This is an optimization exercise on Yosys and OpenROAD, whose aim is small area, a short achievable clock period and few clock cycles, not a production implementation.
Function was checked by simulation only, so behaviour that the tests miss may differ from the original.
Power is estimated from default activity; no workload was simulated.

## axi_stream_insert_header
module axi_stream_insert_header #(
	parameter DATA_WD 		= 32,
	parameter DATA_BYTE_WD 	= DATA_WD / 8,
	parameter BYTE_CNT_WD 	= $clog2(DATA_BYTE_WD)
) (
	input clk,
	input rst_n,
	input 							valid_in,
	input 	[DATA_WD-1 : 0] 		data_in,
	input 	[DATA_BYTE_WD-1 : 0] 	keep_in,
	input 							last_in,
	output 							ready_in,
	output 							valid_out,
	output reg	[DATA_WD-1 : 0] 	data_out,
	output reg	[DATA_BYTE_WD-1:0] 	keep_out,
	output reg						last_out,
	input 							ready_out,
	input 							valid_insert,
	input 	[DATA_WD-1 : 0] 		header_insert,
	input 	[DATA_BYTE_WD-1 : 0] 	keep_insert,
	input 	[BYTE_CNT_WD : 0] 		byte_insert_cnt,
	output 							ready_insert
);
	reg			e;			 
	reg			fl;			 
	reg	[2:0]	sh;			 
	reg	[2:1]	fk;			 
	reg	[31:0]	rem;
	wire		pend	= sh[2];
	wire [4:0]	sel		= {sh == 3'd4, sh == 3'd3, sh == 3'd2, sh == 3'd1, sh == 3'd0};
	wire		ovf		= sel[1] & keep_in[0] | sel[2] & keep_in[1] | sel[3] & keep_in[2];
	wire		strm	= ~e & ~fl & ~pend;
	wire		done	= fl | (strm & valid_in & last_in & ~ovf);	 
	assign valid_out	= ~e & (pend | fl | valid_in);
	assign ready_in		= ready_out & strm;
	assign ready_insert	= e | (ready_out & done);
	wire [63:0]	win		= {rem, data_in};
	wire [3:0]	therm	= {~sel[0], sh[1], sel[3], 1'b0};
	integer j, k;
	always @(*) begin
		data_out = 32'd0;
		for (j = 0; j < 4; j = j + 1)
			for (k = 0; k < 5; k = k + 1)
				data_out[8*j +: 8] = data_out[8*j +: 8] | ({8{sel[k]}} & win[8*(j+k) +: 8]);
		if (fl) begin
			keep_out = {1'b1, fk, 1'b0};
			last_out = 1'b1;
		end else if (pend | ~last_in | ovf) begin
			keep_out = 4'b1111;
			last_out = 1'b0;
		end else begin
			keep_out = therm | (keep_in >> sh[1:0]);
			last_out = 1'b1;
		end
	end
	wire		hs		= valid_out & ready_out;
	wire		take_h	= valid_insert & ready_insert;
	wire		take_d	= valid_in & ready_in;
	always @(posedge clk or negedge rst_n) begin
		if (!rst_n) begin
			e		<= 1'b1;
			fl		<= 1'b0;
			sh		<= 3'd0;
		end else if (take_h) begin
			e		<= 1'b0;
			fl		<= 1'b0;
			sh		<= {keep_insert[3], keep_insert[1] & ~keep_insert[3],
						~keep_insert[1] | (keep_insert[2] & ~keep_insert[3])};
		end else if (hs) begin
			if (done) begin
				e		<= 1'b1;
				fl		<= 1'b0;
			end else if (pend) begin
				sh		<= 3'd0;
			end else if (last_in & ovf) begin
				fl		<= 1'b1;
			end
		end
	end
  ...
Size: ~39 flip-flops, ~120 I/O pins, ~0.0029 mm² of cells after synthesis.
export LEC_CHECK = 0
export CAP_MARGIN = 20
export CORE_MARGIN = 2
export CORE_UTILIZATION = 30
export SLEW_MARGIN = 20
create_clock -name core_clock -period 5.0 [get_ports {clk}]
standard.sh (not shown) runs the stock make flow with config.mk's settings and CLKGATE_MAP_FILE= SYNTH_SCRIPT=/design/flow/synth_recipe.tcl, a recipe that flattens the netlist after the stock synthesis.
==> flow/flow/run.sh <==
#!/bin/bash
# The standard layout, with the port buffers made of buf_1 cells
# (every input and output port still gets its own buffer).
set -euo pipefail
bash standard.sh "BUFFER_PORTS_ARGS=-buffer_cell sky130_fd_sc_hd__buf_1" finish > standard_flow.log 2>&1
The baseline completed with no timing, DRC or antenna violations.
Testbench counts at the start, summed over its fixed seeds: cycles 1,652.
Then changed:
==> flow/run.sh (new file) <==
#!/bin/bash
# synth_recipe.tcl (not shown) runs the flow's synth.tcl, then flattens the netlist and writes it again
# the make line also repeats each setting of config.mk as NAME=value (left out here)
make -C /OpenROAD-flow-scripts/flow DESIGN_CONFIG=/design/flow/config.mk WORK_HOME=/design/flow/orfs CLKGATE_MAP_FILE= SYNTH_SCRIPT=/design/flow/synth_recipe.tcl finish
removed: flow/flow/run.sh
removed: flow/standard.sh
Via count fell by a few percent.
Worst setup slack loses 0.21 ns.
Global-route usage barely changes.
Cell area rose by about a fifth.
Count of clock-buffer cells in the layout fell by 2.
Clock skew rose by 0.0080 ns.
Wire length rose slightly.
Non-clock buffer count fell by 1.
Then changed:
==> flow/flow/run.sh (new file) <==
#!/bin/bash
# The standard layout, with the port buffers made of buf_1 cells
# (every input and output port still gets its own buffer).
set -euo pipefail
bash standard.sh "BUFFER_PORTS_ARGS=-buffer_cell sky130_fd_sc_hd__buf_1" finish > standard_flow.log 2>&1
==> flow/standard.sh (new file) <==
#!/bin/bash
# synth_recipe.tcl (not shown) runs the flow's synth.tcl, then flattens the netlist and writes it again
# the make line also repeats each setting of config.mk as NAME=value (left out here)
make -C /OpenROAD-flow-scripts/flow DESIGN_CONFIG=/design/flow/config.mk WORK_HOME=/design/flow/orfs CLKGATE_MAP_FILE= SYNTH_SCRIPT=/design/flow/synth_recipe.tcl "${@:-finish}"
Settings changed: SETUP_SLACK_MARGIN from default to 2.5.
removed: flow/run.sh
What happened:
- The changed run produced a clean layout
- first-iteration DRC count grows by 33%
- design area goes down by 4.1%
- total power increases by 7.8%
- final cell count went up by 4.1%
- worst hold slack is worse by 0.15 ns
- synthesized area is unchanged
- routed wire length went up by 7.8%
- setup slack improves by 1.1 ns
- sequential power decreases by 10%
- core utilization drops by 1.8 points
- maximum frequency came out higher by 37%

* * *

Setup of JK:
Another version of the RTL of axi_stream_insert_header (not shown whole).
Size in the first run: roughly 230 cells after synthesis, about 41 flip-flops, about 120 I/O pins, roughly 2600 µm² of cells after synthesis.
clock: 5.0 ns
lec_check: 0
cap_margin: 20
core_margin: 2
core_utilization: 30
setup_slack_margin: 2.5
slew_margin: 20
tns_end_percent: 0
==> flow/flow/run.sh <==
#!/bin/bash
# The standard layout, with the port buffers made of buf_1 cells
# (every input and output port still gets its own buffer) and a small clock
# tree: large sink clusters, no dummy balancing loads.
set -euo pipefail
bash standard.sh "BUFFER_PORTS_ARGS=-buffer_cell sky130_fd_sc_hd__buf_1" \
  "CTS_ARGS=-sink_clustering_enable -repair_clock_nets -dont_use_dummy_load -sink_clustering_size 50 -sink_clustering_max_diameter 400 -buf_list sky130_fd_sc_hd__clkbuf_8 -root_buf sky130_fd_sc_hd__clkbuf_8" \
  finish > standard_flow.log 2>&1
Testbench counts of JK, summed over its fixed seeds: cycles 1,652.
### JK -> MS
# JK
export LEC_CHECK = 0
export CAP_MARGIN = 20
export CORE_MARGIN = 2
export CORE_UTILIZATION = 30
export SETUP_SLACK_MARGIN = 2.5
export SLEW_MARGIN = 20
export TNS_END_PERCENT = 0
create_clock -name core_clock -period 5.0 [get_ports {clk}]
# MS
export LEC_CHECK = 0
export CAP_MARGIN = 20
export CORE_MARGIN = 2
export CORE_UTILIZATION = 30
export PLACE_DENSITY = 0.7
export SETUP_SLACK_MARGIN = 2.5
export SLEW_MARGIN = 20
export TNS_END_PERCENT = 0
create_clock -name core_clock -period 5.0 [get_ports {clk}]
==> flow/flow/run.sh <==
#!/bin/bash
# The standard layout, with the port buffers made of buf_1 cells
# (every input and output port still gets its own buffer) and a clock tree
# without dummy balancing loads.
set -euo pipefail
bash standard.sh "BUFFER_PORTS_ARGS=-buffer_cell sky130_fd_sc_hd__buf_1" \
  "CTS_ARGS=-sink_clustering_enable -repair_clock_nets -dont_use_dummy_load" \
  finish > standard_flow.log 2>&1
Notes after the runs:
JK and MS ended up with roughly the same routed wire length.
MS vs JK, cell area after placement went up by about 0.5%.
Summary of MS over JK: area of all placed cells without fillers neither gained nor lost much, fraction of area in registers lost 0.35 points, final hold slack picked up an extra 0.017 ns, flip-flop and latch area lost about 0.7%, utilization neither gained nor lost much.
JK and MS ended up with nearly the same post-placement cell count.
> inputs changed (MS -> AL)
# MS
export LEC_CHECK = 0
export CAP_MARGIN = 20
export CORE_MARGIN = 2
export CORE_UTILIZATION = 30
export PLACE_DENSITY = 0.7
export SETUP_SLACK_MARGIN = 2.5
export SLEW_MARGIN = 20
export TNS_END_PERCENT = 0
create_clock -name core_clock -period 5.0 [get_ports {clk}]
# AL
export LEC_CHECK = 0
export CAP_MARGIN = 20
export CORE_MARGIN = 2
export CORE_UTILIZATION = 30
export SETUP_SLACK_MARGIN = 2.5
export SLEW_MARGIN = 20
export TNS_END_PERCENT = 0
create_clock -name core_clock -period 5.0 [get_ports {clk}]
==> flow/flow/run.sh <==
#!/bin/bash
# The standard layout, with the port buffers made of buf_1 cells
# (every input and output port still gets its own buffer).
set -euo pipefail
bash standard.sh "BUFFER_PORTS_ARGS=-buffer_cell sky130_fd_sc_hd__buf_1" finish > standard_flow.log 2>&1
## What came out
Summary of AL over MS: final non-filler cell area went up by about 1.2%, relative max-transition margin was more or less identical, length of routed met3 wiring went down by about 4%, setup slack went up by 0.040 ns, post-detailed-route wirelength per cell went down by about 0.7%. Delta (AL minus MS): data-path buffer share of cell area in the final layout shrank by 0.84 points; share of cell area taken by flip-flops and latches shrank by 0.17 points; weighted congestion at the end of routability-driven global placement grew by about 1.2%.
The inputs of TR differ from those of AL as listed below.
==> flow/flow/run.sh <==
#!/bin/bash
# The standard layout, with the port buffers made of buf_1 cells
# (every input and output port still gets its own buffer) and a clock tree
# without dummy balancing loads.
set -euo pipefail
bash standard.sh "BUFFER_PORTS_ARGS=-buffer_cell sky130_fd_sc_hd__buf_1" \
  "CTS_ARGS=-sink_clustering_enable -repair_clock_nets -dont_use_dummy_load" \
  finish > standard_flow.log 2>&1
==> summary.txt <==
- AL has lower non-clock buffer count than TR.
- In the final reports, the cell area of TR is smaller than that of AL.
- The routed wirelength normalized by instance count reported for TR is greater than that of AL by about 0.46%.
- Relative to AL, post-layout total power decreased by about 4.4% in TR.

* * *

## v17
The RTL this note starts from:
==> flow/design.v <==
module axi_stream_insert_header #(
	parameter DATA_WD 		= 32,
	parameter DATA_BYTE_WD 	= DATA_WD / 8,
	parameter BYTE_CNT_WD 	= $clog2(DATA_BYTE_WD)
) (
	input clk,
	input rst_n,
	input 							valid_in,
	input 	[DATA_WD-1 : 0] 		data_in,
	input 	[DATA_BYTE_WD-1 : 0] 	keep_in,
	input 							last_in,
	output 							ready_in,
	output 							valid_out,
	output 	[DATA_WD-1 : 0] 		data_out,
	output 	[DATA_BYTE_WD-1:0] 		keep_out,
	output 							last_out,
	input 							ready_out,
	input 							valid_insert,
	input 	[DATA_WD-1 : 0] 		header_insert,
	input 	[DATA_BYTE_WD-1 : 0] 	keep_insert,
	input 	[BYTE_CNT_WD : 0] 		byte_insert_cnt,
	output 							ready_insert
);
	reg			e;			 
	reg			fl;			 
	reg			pend;		 
	reg	[3:0]	m;			 
	reg	[31:0]	rem;
	wire		ne		= ~e;
	wire		nfl		= ~fl;
	wire		strm	= ~e & ~fl & ~pend;
	wire		owed	= pend | fl;
	wire [2:0]	nq		= ~(m[2:0] & {nfl, nfl, 1'b1});	 
	wire [2:1]	fk		= rem[25:24];	 
	wire		np1		= fl & ~fk[1];
	wire		np2		= fl & ~fk[2];
	wire [2:0]	nv;
	ahi_a21oi u_nv0 (.a1(m[1]), .a2(keep_in[0]), .b1(pend), .y(nv[0]));
	ahi_nand2 u_nv1 (.a(m[2]), .b(keep_in[1]), .y(nv[1]));
	ahi_nand2 u_nv2 (.a(m[3]), .b(keep_in[2]), .y(nv[2]));
	wire		ri_x, ri_y, ri_b;
	ahi_nand4 u_ri_x (.a(nv[0]), .b(nv[1]), .c(nv[2]), .d(valid_in), .y(ri_x));
	ahi_nand2 u_ri_y (.a(ready_out), .b(last_in), .y(ri_y));
	ahi_nand2 u_ri_b (.a(ready_out), .b(fl), .y(ri_b));
	ahi_o211ai u_ri (.a1(ri_x), .a2(ri_y), .b1(ne), .c1(ri_b), .y(ready_insert));
	wire		lz;
	ahi_nand4 u_lz (.a(nv[0]), .b(nv[1]), .c(nv[2]), .d(last_in), .y(lz));
	ahi_nand2 u_last (.a(nfl), .b(lz), .y(last_out));
	ahi_and2 u_rin (.a(ready_out), .b(strm), .y(ready_in));
	ahi_a21o u_vout (.a1(valid_in), .a2(ne), .b1(owed), .y(valid_out));
	assign keep_out[3] = 1'b1;
	wire [2:0]	kt;
	ahi_nor2 u_kt2 (.a(nq[0]), .b(keep_in[2]), .y(kt[2]));
	ahi_o22ai u_kt1 (.a1(nq[0]), .a2(keep_in[1]), .b1(nq[1]), .b2(keep_in[2]), .y(kt[1]));
	ahi_o222ai u_kt0 (.a1(nq[0]), .a2(keep_in[0]), .b1(nq[1]), .b2(keep_in[1]), .c1(nq[2]), .c2(keep_in[2]), .y(kt[0]));
	ahi_a21oi u_k2 (.a1(last_in), .a2(kt[2]), .b1(np2), .y(keep_out[2]));
	ahi_a21oi u_k1 (.a1(last_in), .a2(kt[1]), .b1(np1), .y(keep_out[1]));
	ahi_a21oi u_k0 (.a1(last_in), .a2(kt[0]), .b1(fl), .y(keep_out[0]));
	wire [63:0]	win		= {rem, data_in};
	wire [4:0]	sel		= {pend, m};
	genvar gj;
	generate
		for (gj = 0; gj < 16; gj = gj + 1) begin : g_lo
			wire t01, t23, t4;
			ahi_a22oi u_t01 (.a1(sel[0]), .a2(win[gj]), .b1(sel[1]), .b2(win[gj + 8]), .y(t01));
			ahi_a22oi u_t23 (.a1(sel[2]), .a2(win[gj + 16]), .b1(sel[3]), .b2(win[gj + 24]), .y(t23));
			ahi_nand2 u_t4 (.a(sel[4]), .b(win[gj + 32]), .y(t4));
			ahi_nand3 u_o (.a(t01), .b(t23), .c(t4), .y(data_out[gj]));
		end
		for (gj = 16; gj < 24; gj = gj + 1) begin : g_l2
			wire td, tr;
			ahi_a22oi u_td (.a1(sel[0]), .a2(win[gj]), .b1(sel[1]), .b2(win[gj + 8]), .y(td));
			ahi_a222oi u_tr (.a1(sel[2]), .a2(win[gj + 16]), .b1(sel[3]), .b2(win[gj + 24]),
							 .c1(sel[4]), .c2(win[gj + 32]), .y(tr));
			ahi_nand2 u_o (.a(td), .b(tr), .y(data_out[gj]));
		end
		for (gj = 24; gj < 32; gj = gj + 1) begin : g_l3
			wire td, tr;
			ahi_a22oi u_td (.a1(sel[0]), .a2(win[gj]), .b1(sel[4]), .b2(win[gj + 32]), .y(td));
			ahi_a222oi u_tr (.a1(sel[1]), .a2(win[gj + 8]), .b1(sel[2]), .b2(win[gj + 16]),
							 .c1(sel[3]), .c2(win[gj + 24]), .y(tr));
			ahi_nand2 u_o (.a(td), .b(tr), .y(data_out[gj]));
		end
	endgenerate
	wire		fit_i	= ~pend & ~(m[1] & keep_in[0] | m[2] & keep_in[1] | m[3] & keep_in[2]);
	wire		lf		= last_in & fit_i;
	wire		take_h	= valid_insert & (e | ready_out & (fl | valid_in & lf));
	wire		hs		= ready_out & (owed | ~e & valid_in);
	always @(posedge clk or negedge rst_n) begin
		if (!rst_n) begin
			e		<= 1'b1;
			fl		<= 1'b0;
			pend	<= 1'b0;
			m		<= 4'd0;
		end else if (take_h) begin
			e		<= 1'b0;
			fl		<= 1'b0;
			pend	<= keep_insert[3];
			m		<= {keep_insert[2] & ~keep_insert[3], keep_insert[1] & ~keep_insert[2],
						~keep_insert[1], 1'b0};
		end else if (hs) begin
			if (fl | strm & lf) begin
				e		<= 1'b1;
				fl		<= 1'b0;
			end else if (pend) begin
				pend	<= 1'b0;
				m		<= 4'b0001;
			end else if (last_in) begin
				fl		<= 1'b1;
			end
		end
	end
	wire		en		= e | ready_out & (fl | pend | valid_in);
	wire		hsel	= e | fl | lf;
	genvar gr;
	wire		ld_h	= en & hsel;
	wire		ld_d	= en & ~hsel;
	wire		hold	= ~en;
	wire [23:0]	rn;
	generate
		for (gr = 0; gr < 24; gr = gr + 1) begin : g_rem
			ahi_a222oi u_rn (.a1(ld_h), .a2(header_insert[gr]), .b1(ld_d), .b2(data_in[gr]),
							 .c1(hold), .c2(rem[gr]), .y(rn[gr]));
		end
	endgenerate
	wire [2:1]	fk_new	= {m[2] & keep_in[0] | m[3] & keep_in[1], m[3] & keep_in[0]};
	always @(posedge clk) begin
		rem[23:0]	<= ~rn;
		if (en) begin
			rem[31:26]	<= header_insert[31:26];
			rem[25:24]	<= hsel ? header_insert[25:24] : fk_new;
		end
	end
endmodule
module ahi_nand2 (input a, input b, output y);
	assign y = ~(a & b);
endmodule
module ahi_nand3 (input a, input b, input c, output y);
	assign y = ~(a & b & c);
endmodule
module ahi_nand4 (input a, input b, input c, input d, output y);
	assign y = ~(a & b & c & d);
endmodule
module ahi_nor2 (input a, input b, output y);
	assign y = ~(a | b);
endmodule
module ahi_and2 (input a, input b, output y);
	assign y = a & b;
endmodule
module ahi_a21o (input a1, input a2, input b1, output y);
	assign y = a1 & a2 | b1;
endmodule
module ahi_a21oi (input a1, input a2, input b1, output y);
	assign y = ~(a1 & a2 | b1);
endmodule
module ahi_a22oi (input a1, input a2, input b1, input b2, output y);
	assign y = ~(a1 & a2 | b1 & b2);
endmodule
module ahi_o211ai (input a1, input a2, input b1, input c1, output y);
	assign y = ~((a1 | a2) & b1 & c1);
endmodule
module ahi_o22ai (input a1, input a2, input b1, input b2, output y);
	assign y = ~((a1 | a2) & (b1 | b2));
endmodule
module ahi_o222ai (input a1, input a2, input b1, input b2, input c1, input c2, output y);
	assign y = ~((a1 | a2) & (b1 | b2) & (c1 | c2));
endmodule
module ahi_a222oi (input a1, input a2, input b1, input b2, input c1, input c2, output y);
	assign y = ~(a1 & a2 | b1 & b2 | c1 & c2);
endmodule
export LEC_CHECK = 0
export CAP_MARGIN = 20
export CORE_MARGIN = 2
export CORE_UTILIZATION = 30
export SETUP_SLACK_MARGIN = 2.6
export SLEW_MARGIN = 20
export SYNTH_HIERARCHICAL = 1
export SYNTH_MINIMUM_KEEP_SIZE = 0
export TNS_END_PERCENT = 0
create_clock -name core_clock -period 5.0 [get_ports {clk}]
==> flow/flow/run.sh <==
#!/bin/bash
# The standard layout (standard.sh), with three changes:
# - the port buffers are buf_1 cells (every input and output port still gets
#   its own buffer);
# - the clock tree has no dummy balancing loads;
# - after the standard synthesis, every cell is set to its smallest drive
#   strength (flow/downsize.tcl); repair during placement sizes up again.
# Each tool's output goes to a log file of its own in this folder.
set -euo pipefail
ARGS=("BUFFER_PORTS_ARGS=-buffer_cell sky130_fd_sc_hd__buf_1"
      "CTS_ARGS=-sink_clustering_enable -repair_clock_nets -dont_use_dummy_load")
bash standard.sh "${ARGS[@]}" synth > synth.log 2>&1
R=orfs/results/${FLOW_PLATFORM:-sky130hd}/axi_stream_insert_header/base
cp $R/1_synth.odb $R/1_synth_standard.odb
DS_IN=$R/1_synth_standard.odb DS_OUT=$R/1_synth.odb openroad -no_init -exit flow/downsize.tcl > downsize.log 2>&1
bash standard.sh "${ARGS[@]}" finish > layout.log 2>&1
==> flow/flow/downsize.tcl <==
# Swap every cell of the synthesized netlist to the smallest drive strength
# of the same cell (same function and pins); placement and timing repair
# size them up again where needed. Registers keep their cell type.
read_db $::env(DS_IN)
set db [ord::get_db]
set best [dict create]
foreach lib [$db getLibs] {
  foreach m [$lib getMasters] {
    set n [$m getName]
    if {[regexp {^(sky130_fd_sc_hd__[a-z0-9]+)_(\d+)$} $n -> base sz]} {
      set a [expr {[$m getWidth] * [$m getHeight]}]
      if {![dict exists $best $base] || $a < [lindex [dict get $best $base] 1]} {
        dict set best $base [list $m $a]
      }
    }
  }
}
set n 0
foreach inst [[ord::get_db_block] getInsts] {
  set m [$inst getMaster]
  if {[regexp {^(sky130_fd_sc_hd__[a-z0-9]+)_(\d+)$} [$m getName] -> base sz]} {
    set b [lindex [dict get $best $base] 0]
    if {[$b getName] ne [$m getName]} {
      $inst swapMaster $b
      incr n
    }
  }
}
puts "downsized $n cells"
write_db $::env(DS_OUT)
v17 finished end to end and its layout was clean on timing, DRC and antenna.
Testbench counts of v17, summed over its fixed seeds: cycles 1,652.
Relative to v17, the following input files were edited for v55:
Settings: changing TNS_END_PERCENT from 0 to 10; changing SETUP_SLACK_MARGIN from 2.6 to 2.5.
==> comparison <==
Slew at the pin closest to its max-slew limit (higher): v55
Power in v55 vs v17: up 6.1%
v17 tops out at a higher clock frequency than v55.
v55: via count 43 above v17
In v55 the sequential power turned out about 3% lower than in v17.
--- input diff v55..v41 ---
Settings: CORE_UTILIZATION changed from 30 to 40; TNS_END_PERCENT changed from 10 to 0.
--- outcome ---
- Going from v55 to v41, maximum number of pins on one net before global-route repair saw little to no change; worst slack on hold paths did not really move; wire length of the first global-routing pass down 1300 um; number of filler instances in the final layout lost about 27%.
- v41 vs. v55: count of non-filler cells in the finished layout went down by about 7%.
- Of v55 and v41, v41 shows the higher met1 demand-to-capacity share in global routing, with v55 below it.
The following lists how v3 was set up differently from v41:
Settings: swapping 0 for 3 in TNS_END_PERCENT; swapping 40 for 30 in CORE_UTILIZATION.
### Flow results
- The final layouts of v41 and v3 pass the timing, DRC and antenna checks.
- v3 vs v41, sum of met3 wire segment lengths after detailed routing went up by 51 um.
- v3: post-route core utilization 13 points below v41
- Logic gate share of total power, v41 and v3: higher on v3
- Antenna diode instance count came out exactly the same in v41 and v3.
- v3 vs v41: number of buffers outside the clock class in the layout down slightly

re-timing with driven ports:
In the flow no input, the clock included, has a driving cell. The finished layouts below were timed again as built, in two steps. Step 1 (the two cells are an assumption about what drives the block):
set clk [get_ports {clk}]
set_driving_cell -lib_cell sky130_fd_sc_hd__clkbuf_16 $clk
set_driving_cell -lib_cell sky130_fd_sc_hd__buf_2 [delete_from_list [all_inputs] $clk]
Step 2 moves the port delays by t, midway between the first and last clock arrival at a register: inputs arrive t later, outputs are due t later. That takes back most of the time a late clock gives input paths. Three values: no drivers, after step 1, after step 2; two values: the first two.
run | t (ns) | slack for setup (ns) | hold WS [ns] | worst data-port slew with drivers (ns)
the first run of note 1 | 0.328 | 1.323 / 1.293 / 1.620 | 0.538 / 0.536 / 0.692 | 0.05
the second run of note 1 | 0.324 | 1.112 / 1.080 / 1.219 | 0.712 / 0.712 / 0.712 | 0.06
the third run of note 1 | 0.315 | 2.164 / 2.144 / 2.144 | 0.560 / 0.558 / 0.707 | 0.05
JK | 0.318 | 2.268 / 2.236 / 2.236 | 0.576 / 0.569 / 0.679 | 0.05
MS | 0.305 | 2.225 / 2.175 / 2.175 | 0.593 / 0.587 / 0.716 | 0.06
AL | 0.322 | 2.265 / 2.230 / 2.230 | 0.578 / 0.571 / 0.678 | 0.05
TR | 0.318 | 2.268 / 2.236 / 2.236 | 0.576 / 0.569 / 0.679 | 0.05
v17 | 0.309 | 2.356 / 2.316 / 2.226 | 0.511 / 0.511 / 0.511 | 0.05
v55 | 0.316 | 2.339 / 2.299 / 2.153 | 0.520 / 0.520 / 0.520 | 0.06
v41 | 0.317 | 2.368 / 2.326 / 2.124 | 0.518 / 0.518 / 0.518 | 0.05
v3 | 0.314 | 2.340 / 2.300 / 2.173 | 0.526 / 0.526 / 0.526 | 0.05
After both steps every run listed still meets setup and hold. The setup slack of v41, which loses most, moves by -0.042 ns with the drivers and by -0.244 ns with both steps.
